Source: an optimization exercise on an open RTL-to-GDS flow (aim: small area). Production flows keep margins and buffers that such runs may drop.
Function not checked in this run: the RTL went through the layout flow alone.
Power figures rest on the tool's default switching activity, not on a simulated workload.

--- design/flow/design.v ---
module hvsync_generator(clk, reset, vga_h_sync, vga_v_sync, inDisplayArea, CounterX, CounterY, pce);
input clk;
input reset;
output vga_h_sync;
output vga_v_sync;
output inDisplayArea;
output [9:0] CounterX;
output [8:0] CounterY;
output pce;
reg [9:0] CounterX;
reg [8:0] CounterY;
wire CounterXmaxed = (CounterX==10'h2FF);
reg [1:0] pxclk;
always @(posedge clk) if (reset) pxclk <= 2'd0; else pxclk <= pxclk + 2'd1;
assign pce = (pxclk == 2'b01);
always @(posedge clk)
if (reset)
	CounterX <= 10'd0;
else if (pce)
	CounterX <= CounterXmaxed ? 10'd0 : CounterX + 10'd1;
always @(posedge clk)
if (reset)
	CounterY <= 9'd0;
else if (pce & CounterXmaxed)
	CounterY <= CounterY + 9'd1;
reg vga_HS, vga_VS;
always @(posedge clk)
if (reset) begin
	vga_HS <= 1'b0;
	vga_VS <= 1'b0;
end else if (pce) begin
	vga_HS <= (CounterX[9:4]==6'h2D);
	vga_VS <= (CounterY==9'd500);
end
reg inDisplayArea;
always @(posedge clk)
if (reset)
	inDisplayArea <= 1'b0;
else if (pce) begin
	if (inDisplayArea==1'b0)
		inDisplayArea <= CounterXmaxed && (CounterY<9'd480);
	else
		inDisplayArea <= !(CounterX==10'd639);
end
assign vga_h_sync = ~vga_HS;
assign vga_v_sync = ~vga_VS;
endmodule
module pong(
output vga_h_sync, vga_v_sync,
output [3:0] vga_R, vga_G, vga_B,
input clk,
input btnL,
input btnR,
input reset,
input [9:0] start_x,      
input [8:0] start_y,
input start_dir_x,
input start_dir_y,
input [8:0] start_paddle  
);
wire inDisplayArea;
wire [9:0] CounterX;
wire [8:0] CounterY;
wire pce;
hvsync_generator syncgen(.clk(clk), .reset(reset), .vga_h_sync(vga_h_sync), .vga_v_sync(vga_v_sync),
  .inDisplayArea(inDisplayArea), .CounterX(CounterX), .CounterY(CounterY), .pce(pce));
wire moveL, moveR;
btn_counter cntL(.clk(clk), .reset(reset), .btn(btnL), .move(moveL));
btn_counter cntR(.clk(clk), .reset(reset), .btn(btnR), .move(moveR));
reg [8:0] PaddlePosition;
wire [8:0] tp;
assign tp[0] = 1'b1;
genvar gi;
generate
for (gi = 1; gi < 9; gi = gi + 1) begin : gtp
	assign tp[gi] = tp[gi-1] & (PaddlePosition[gi-1] ^ moveL);
end
endgenerate
always @(posedge clk)
if (reset)
	PaddlePosition <= start_paddle;
else if (moveL | moveR)
	PaddlePosition <= PaddlePosition ^ tp;    
reg [9:0] ballX;
reg [8:0] ballY;
reg ball_inX, ball_inY;
wire xlo = (CounterX[2:0] == ballX[2:0]);
wire ylo = (CounterY[2:0] == ballY[2:0]);
wire [7:0] ux = {1'b0, CounterX[9:3]} - {1'b0, ballX[9:3]};
wire [6:0] uy = {1'b0, CounterY[8:3]} - {1'b0, ballY[8:3]};
wire dx0  = xlo & (ux == 8'd0);
wire dx8  = xlo & (ux == 8'd1);
wire dx16 = xlo & (ux == 8'd2);
wire dy0  = ylo & (uy == 7'd0);
wire dy8  = ylo & (uy == 7'd1);
wire dy16 = ylo & (uy == 7'd2);
always @(posedge clk)
if (reset) ball_inX <= 1'b0;
else if (!ball_inX) ball_inX <= dx0 & ball_inY;
else ball_inX <= !dx16;
always @(posedge clk)
if (reset) ball_inY <= 1'b0;
else if (!ball_inY) ball_inY <= dy0;
else ball_inY <= !dy16;
wire ball = ball_inX & ball_inY;
wire border = (CounterX[9:3]==7'd0) || (CounterX[9:3]==7'd79) || (CounterY[8:3]==6'd0) || (CounterY[8:3]==6'd59);
wire [10:0] dp = {1'b0, CounterX} - {2'b0, PaddlePosition};
wire paddle = (dp[10:7] == 4'd0) && (dp[6:3] != 4'd0) && !((dp[6:3] == 4'hF) && (dp[2:0] != 3'd0)) && (CounterY[8:4]==5'd27);
wire BouncingObject = border | paddle;
reg ResetCollision;
always @(posedge clk) if (reset) ResetCollision <= 1'b0; else ResetCollision <= (CounterY==9'd500) & (CounterX==10'd0);
reg CollisionX1, CollisionX2, CollisionY1, CollisionY2;
always @(posedge clk) if (reset | ResetCollision) CollisionX1 <= 1'b0; else if (BouncingObject & dx0  & dy8 ) CollisionX1 <= 1'b1;
always @(posedge clk) if (reset | ResetCollision) CollisionX2 <= 1'b0; else if (BouncingObject & dx16 & dy8 ) CollisionX2 <= 1'b1;
always @(posedge clk) if (reset | ResetCollision) CollisionY1 <= 1'b0; else if (BouncingObject & dx8  & dy0 ) CollisionY1 <= 1'b1;
always @(posedge clk) if (reset | ResetCollision) CollisionY2 <= 1'b0; else if (BouncingObject & dx8  & dy16) CollisionY2 <= 1'b1;
reg ball_dirX, ball_dirY;
wire [9:0] tx;
wire [8:0] ty;
assign tx[0] = 1'b1;
assign ty[0] = 1'b1;
generate
for (gi = 1; gi < 10; gi = gi + 1) begin : gtx
	assign tx[gi] = tx[gi-1] & (ballX[gi-1] ^ ball_dirX);
end
for (gi = 1; gi < 9; gi = gi + 1) begin : gty
	assign ty[gi] = ty[gi-1] & (ballY[gi-1] ^ ball_dirY);
end
endgenerate
always @(posedge clk)
if (reset) begin
	ballX <= start_x;
	ballY <= start_y;
	ball_dirX <= start_dir_x;
	ball_dirY <= start_dir_y;
end else if (ResetCollision) begin
	if (~(CollisionX1 & CollisionX2)) begin
		ballX <= ballX ^ tx;
		if (CollisionX2) ball_dirX <= 1'b1; else if (CollisionX1) ball_dirX <= 1'b0;
	end
	if (~(CollisionY1 & CollisionY2)) begin
		ballY <= ballY ^ ty;
		if (CollisionY2) ball_dirY <= 1'b1; else if (CollisionY1) ball_dirY <= 1'b0;
	end
end
wire G = BouncingObject | ball;
wire R = G | (CounterX[3] ^ CounterY[3]);
reg red, grn;
always @(posedge clk)
if (reset) begin
	red <= 1'b0;
	grn <= 1'b0;
end else begin
	red <= R & inDisplayArea;
	grn <= G & inDisplayArea;
end
assign vga_R = {3'b000, red};
assign vga_G = {3'b000, grn};
assign vga_B = {3'b000, grn};
endmodule
module btn_counter(input clk, input reset, input btn, output move);
localparam [17:0] LFSR_HIT  = 18'h111c6;
localparam [17:0] LFSR_MASK = 18'h3ffdd;
reg [17:0] cnt;
assign move = btn & ((cnt & LFSR_MASK) == (LFSR_HIT & LFSR_MASK));
always @(posedge clk)
if (reset | move)
	cnt <= 18'd0;
else if (btn)
	cnt <= {cnt[16:0], ~(cnt[17] ^ cnt[10])};
endmodule
--- design/flow/constraint.sdc ---
create_clock -name core_clock -period 10.0 [get_ports {clk}]
set_input_delay 2.0000 -clock core_clock [delete_from_list [all_inputs] [get_ports {clk}]]
set_output_delay 2.0000 -clock core_clock [all_outputs]
set_load 0.01 [all_outputs]
--- design/flow/run.sh ---
#!/bin/bash
# synth_recipe.tcl (not shown) runs the flow's synth.tcl, then flattens the netlist and writes it again
# the make line also repeats each setting of config.mk as NAME=value (left out here)
make -C /OpenROAD-flow-scripts/flow DESIGN_CONFIG=/design/flow/config.mk WORK_HOME=/design/flow/orfs CLKGATE_MAP_FILE= SYNTH_SCRIPT=/design/flow/synth_recipe.tcl finish
--- design/flow/config.mk ---
export PLATFORM = sky130hd
export DESIGN_NAME = pong
export DESIGN_NICKNAME = pong
export VERILOG_FILES = /design/flow/design.v
export SDC_FILE = /design/flow/constraint.sdc
export NUM_CORES = 4
export LEC_CHECK = 0
export CAP_MARGIN = 20
export CORE_MARGIN = 2
export CORE_UTILIZATION = 60
export CTS_BUF_LIST = sky130_fd_sc_hd__clkbuf_8
export SLEW_MARGIN = 20
==> run_summary.xml <==
<?xml version="1.0" encoding="UTF-8"?>
<metrics>
  <group name="outcome">
    <metric name="run_status" unit="">finished clean</metric>
  </group>
  <group name="global_route">
    <metric name="grt_first_pass_wirelength" unit="mm">20.5</metric>
    <metric name="grt.total_usage" unit="%">23.2</metric>
    <metric name="initial_antenna_violation_count" unit="">0</metric>
    <metric name="number_of_global_route_vias_before_repair" unit="">4480</metric>
    <metric name="global_route.overflow_total" unit="">0</metric>
    <metric name="grt_start_max_net_pins" unit="">46</metric>
  </group>
  <group name="critical_path">
    <metric name="cp-endpoint" unit="">PaddlePosition[7]</metric>
    <metric name="r2r-start" unit="">PaddlePosition[0]</metric>
    <metric name="cp.required" unit="ns">10.05</metric>
    <metric name="worst_setup_end_kind" unit="">flop</metric>
    <metric name="worst_setup_path_start_kind" unit="">primary input</metric>
    <metric name="crit_fanout" unit="">20</metric>
    <metric name="criticalPathCategory" unit="">in -&gt; reg</metric>
    <metric name="timing.rr.end" unit="">CollisionX1</metric>
    <metric name="timing.critical_path.from" unit="">btnL</metric>
    <metric name="critPathArrivalTime" unit="ns">4.75</metric>
    <metric name="r2r.worst_path.cells" unit="">10</metric>
    <metric name="regToRegSetupSlack" unit="ns">6.93</metric>
  </group>
  <group name="cts">
    <metric name="h-tree-depth" unit="">3</metric>
    <metric name="cts.repair.resized" unit="">0</metric>
    <metric name="cts_num_sinks" unit="">99</metric>
    <metric name="tritoncts" unit="">yes</metric>
    <metric name="holdBufCountCts" unit="">0</metric>
    <metric name="bufs_on_longest_clock_path" unit="">2</metric>
    <metric name="clock_slew_at_the_register_clock_pins_of_the_worst_setup_and_hold_paths" unit="ns">0.10</metric>
    <metric name="clk_root_buffer_cell" unit="">sky130_fd_sc_hd__clkbuf_8</metric>
    <metric name="cts_setup_buffers" unit="">0</metric>
    <metric name="cts_buffers" unit="">9</metric>
    <metric name="worst_skew_pair.late_latency" unit="ns">0.39</metric>
  </group>
  <group name="final_layout">
    <metric name="final_layout_size_suffix_gt1_share" unit="%">4.82</metric>
    <metric name="register_area" unit="µm²">2280</metric>
    <metric name="layout.cells.most_common_list" unit="">sky130_fd_sc_hd__nor2_1, sky130_fd_sc_hd__dfxtp_1, sky130_fd_sc_hd__nand2_1</metric>
    <metric name="final_common_cell" unit="">sky130_fd_sc_hd__nor2_1</metric>
    <metric name="finish.net_count" unit="">764</metric>
    <metric name="fillerInstances" unit="">817</metric>
    <metric name="post-route-util" unit="%">68.0</metric>
    <metric name="area_occupied_by_multi_input_gates" unit="µm²">3410</metric>
    <metric name="layout-area-overhead-vs-synth" unit="%">10.2</metric>
    <metric name="antenna_cells" unit="">0</metric>
  </group>
  <group name="timing">
    <metric name="max_slew.worst_pin.slew" unit="ns">1.01</metric>
    <metric name="timing.slew.headroom" unit="%">32.6</metric>
    <metric name="setup_total_negative_slack" unit="ns">0</metric>
    <metric name="timing.final.crit_share" unit="%">47.0</metric>
    <metric name="fmax" unit="MHz">213</metric>
    <metric name="timing.final.max_slew_violations" unit="">0</metric>
    <metric name="whs" unit="ns">0.423</metric>
    <metric name="grt_setup_unrepaired" unit="">false</metric>
    <metric name="setup_ws" unit="ns">5.30</metric>
    <metric name="min_period" unit="ns">4.70</metric>
    <metric name="clock_skew" unit="ns">0.0150</metric>
    <metric name="finalSetupViolCount" unit="">0</metric>
    <metric name="report.final.hold_viol_count" unit="">0</metric>
  </group>
  <group name="synth">
    <metric name="synthCells" unit="">679</metric>
    <metric name="post_synth.cell_area_avg" unit="µm²">8.84</metric>
    <metric name="mappedNetlistArea" unit="µm²">6000</metric>
    <metric name="synth-seq-area-share" unit="%">38.0</metric>
    <metric name="post_synth_fa_ha_maj_area_fraction" unit="%">6.63</metric>
    <metric name="synthFlopType" unit="">sky130_fd_sc_hd__dfxtp_1</metric>
    <metric name="synth-edff-count" unit="">30</metric>
    <metric name="yosys.area_share.simple" unit="%">21.1</metric>
    <metric name="synth-async-reset-ratio" unit="%">0</metric>
    <metric name="synth_cell_type_count" unit="">61</metric>
    <metric name="ys_ff_latch" unit="">99</metric>
    <metric name="synth.yosys.warnings" unit="">3</metric>
    <metric name="synthMuxAreaShare" unit="%">8.13</metric>
    <metric name="synth_top_family_by_area" unit="">simple AND/OR/NAND/NOR gates</metric>
    <metric name="synth_compound_gate_area_share" unit="%">10.7</metric>
    <metric name="synth-xor-area-share" unit="%">9.77</metric>
  </group>
  <group name="route">
    <metric name="detail-route-antenna-nets" unit="">0</metric>
    <metric name="viasPerCell" unit="">5.62</metric>
    <metric name="count_of_unresolved_drc_violations_after_routing" unit="">0</metric>
    <metric name="detailroute.via_count" unit="">4713</metric>
    <metric name="dr.first_iter.drc_count" unit="">216</metric>
    <metric name="routed_wire_length_per_instance" unit="µm">14.4</metric>
    <metric name="detail_route.first_pass.iterations" unit="">5</metric>
    <metric name="drt-total-wl" unit="mm">12.0</metric>
  </group>
  <group name="place">
    <metric name="gp_congestion" unit="">0.885</metric>
    <metric name="place_ws" unit="ns">4.89</metric>
    <metric name="place.detailed.hpwl" unit="mm">8.91</metric>
    <metric name="port_buffers" unit="">38</metric>
  </group>
  <group name="die">
    <metric name="placementRows" unit="">36</metric>
    <metric name="die_w" unit="µm">104</metric>
    <metric name="die_h" unit="µm">104</metric>
    <metric name="coreArea" unit="µm²">9730</metric>
    <metric name="top_ports" unit="">48</metric>
    <metric name="die-area" unit="µm²">10800</metric>
    <metric name="floorplan.initialDensity" unit="%">61.7</metric>
  </group>
  <group name="pwr">
    <metric name="worst_ir_drop_vdd" unit="V">0.000134</metric>
    <metric name="power-per-cell-area" unit="nW/µm²">128</metric>
    <metric name="cellLeakagePower" unit="nW">2.62</metric>
    <metric name="report.power.total" unit="mW">0.847</metric>
  </group>
  <group name="worst_hold_path">
    <metric name="timing.hold.worst.class" unit="">reg -&gt; reg</metric>
  </group>
  <group name="run">
    <metric name="cap_viol_max_count" unit="">0</metric>
  </group>
</metrics>
## power breakdown
group / internal (mW) / total (mW) / switching, mW / leakage, nW
logic: 0.0572 / 0.117 / 0.0600 / 1.65
registers: 0.429 / 0.445 / 0.0158 / 0.855
clock network: 0.141 / 0.285 / 0.144 / 0.113
## worst min path at each step
stage	from	end	slack, ns	cells past startpoint
global placement	syncgen.pxclk[0]	syncgen.pxclk[0]	0.40	1
CTS	syncgen.pxclk[0]	syncgen.pxclk[0]	0.43	1
floorplan	syncgen.pxclk[0]	syncgen.pxclk[0]	0.39	1
detailed placement	syncgen.pxclk[0]	syncgen.pxclk[0]	0.41	1
finish	syncgen.pxclk[0]	syncgen.pxclk[0]	0.42	1
global route	syncgen.pxclk[0]	syncgen.pxclk[0]	0.46	1
## per-stage QoR
| step | cells | instance area, µm² |
|---|---|---|
| floorplan | 687 | 6030 |
| global placement | 822 | 6400 |
| detailed placement | 822 | 6400 |
| CTS | 838 | 6620 |
| global route | 838 | 6620 |
| finish | 838 | 6620 |
## layer usage
| layer | routed length, µm | global-route usage (%) | up-vias | share of wire [%] |
|---|---|---|---|---|
| li1 | - | - | 2379 | - |
| met2 | 5930 | 39.6 | 96 | 49 |
| met4 | 219 | 8.01 | 0 | 1.8 |
| met1 | 5380 | 29.0 | 2221 | 45 |
| met5 | 0 | 0 | - | 0 |
| met3 | 503 | 5.08 | 17 | 4.2 |
## cell families after synthesis
logic type,Yosys count
AOI/OAI and AO/OA,102
muxes,48
buffers and inverters,77
DFF,99
xor gates and xnor gates,67
and+or+nand+nor,255
other,1
adders and majority gates,30
## worst max-delay path: stages
cell	delay [ns]
sky130_fd_sc_hd__clkdlybuf4s50_1	1.14
sky130_fd_sc_hd__nand4b_1	0.22
sky130_fd_sc_hd__nor2_1	0.21
sky130_fd_sc_hd__nand3_1	0.18
sky130_fd_sc_hd__nand2b_1	0.52
sky130_fd_sc_hd__nand2b_1	0.47
## registers in the layout, summed over array words and instances, names as in the netlist
signal / cells
red: 1
CollisionY2: 1
CollisionX1: 1
syncgen.pxclk: 2
ball_dirX: 1
ball_inX: 1
CollisionY1: 1
syncgen.CounterX: 10
syncgen.vga_HS: 1
PaddlePosition: 9
cntL.cnt: 18
CollisionX2: 1
syncgen.vga_VS: 1
cntR.cnt: 18
syncgen.CounterY: 9
ball_inY: 1
syncgen.inDisplayArea: 1
ballY: 9
grn: 1
ballX: 10
ResetCollision: 1
ball_dirY: 1
## layout make-up
| cell class | instances | area share [%] |
|---|---|---|
| Clock buffer | 9 | 1.87 |
| Inverter | 39 | 2.21 |
| Tap cell | 133 | 2.52 |
| Sequential cell | 99 | 34.5 |
| Multi-Input combinational cell | 511 | 51.6 |
| Clock inverter | 7 | 1.40 |
| Timing Repair Buffer | 40 | 5.90 |
## cells in the mapped netlist (20+ instances only)
library cell	count	area share [%]
sky130_fd_sc_hd__dfxtp_1	69	23
sky130_fd_sc_hd__clkbuf_1	20	1.3
sky130_fd_sc_hd__edfxtp_1	30	15
sky130_fd_sc_hd__o21ai_0	39	3.3
sky130_fd_sc_hd__inv_1	39	2.4
sky130_fd_sc_hd__nand2_1	62	3.9
sky130_fd_sc_hd__a21oi_1	22	1.8
sky130_fd_sc_hd__nor2_1	85	5.3
sky130_fd_sc_hd__xnor2_1	46	6.7
sky130_fd_sc_hd__mux2i_1	42	7.0
sky130_fd_sc_hd__xor2_1	21	3.1
sky130_fd_sc_hd__ha_1	27	5.6

what the ideal ports hide:
In the flow no input, the clock included, has a driving cell. The finished layout below was timed again as built, in two steps.
Step 1 sets driving cells, clkbuf_16 on the clock port and buf_2 on the other inputs (assumed; they add their load-dependent delay and slew).
Step 2 moves the port delays by t, midway between the first and last clock arrival at a register: inputs arrive t later, outputs are due t later. That takes back most of the time a late clock gives input paths.
a / b / c = ideal / step 1 / step 2; a / b = the first two.
t, ns: 0.416
slack for setup (ns): 5.301 / 5.316 / 4.899
latest minus earliest clock arrival (ns): 0.015 / 0.015
After both steps this run still meets setup and hold. For this run, drivers alone change the setup slack by +0.015 ns; drivers and shift together by -0.402 ns.
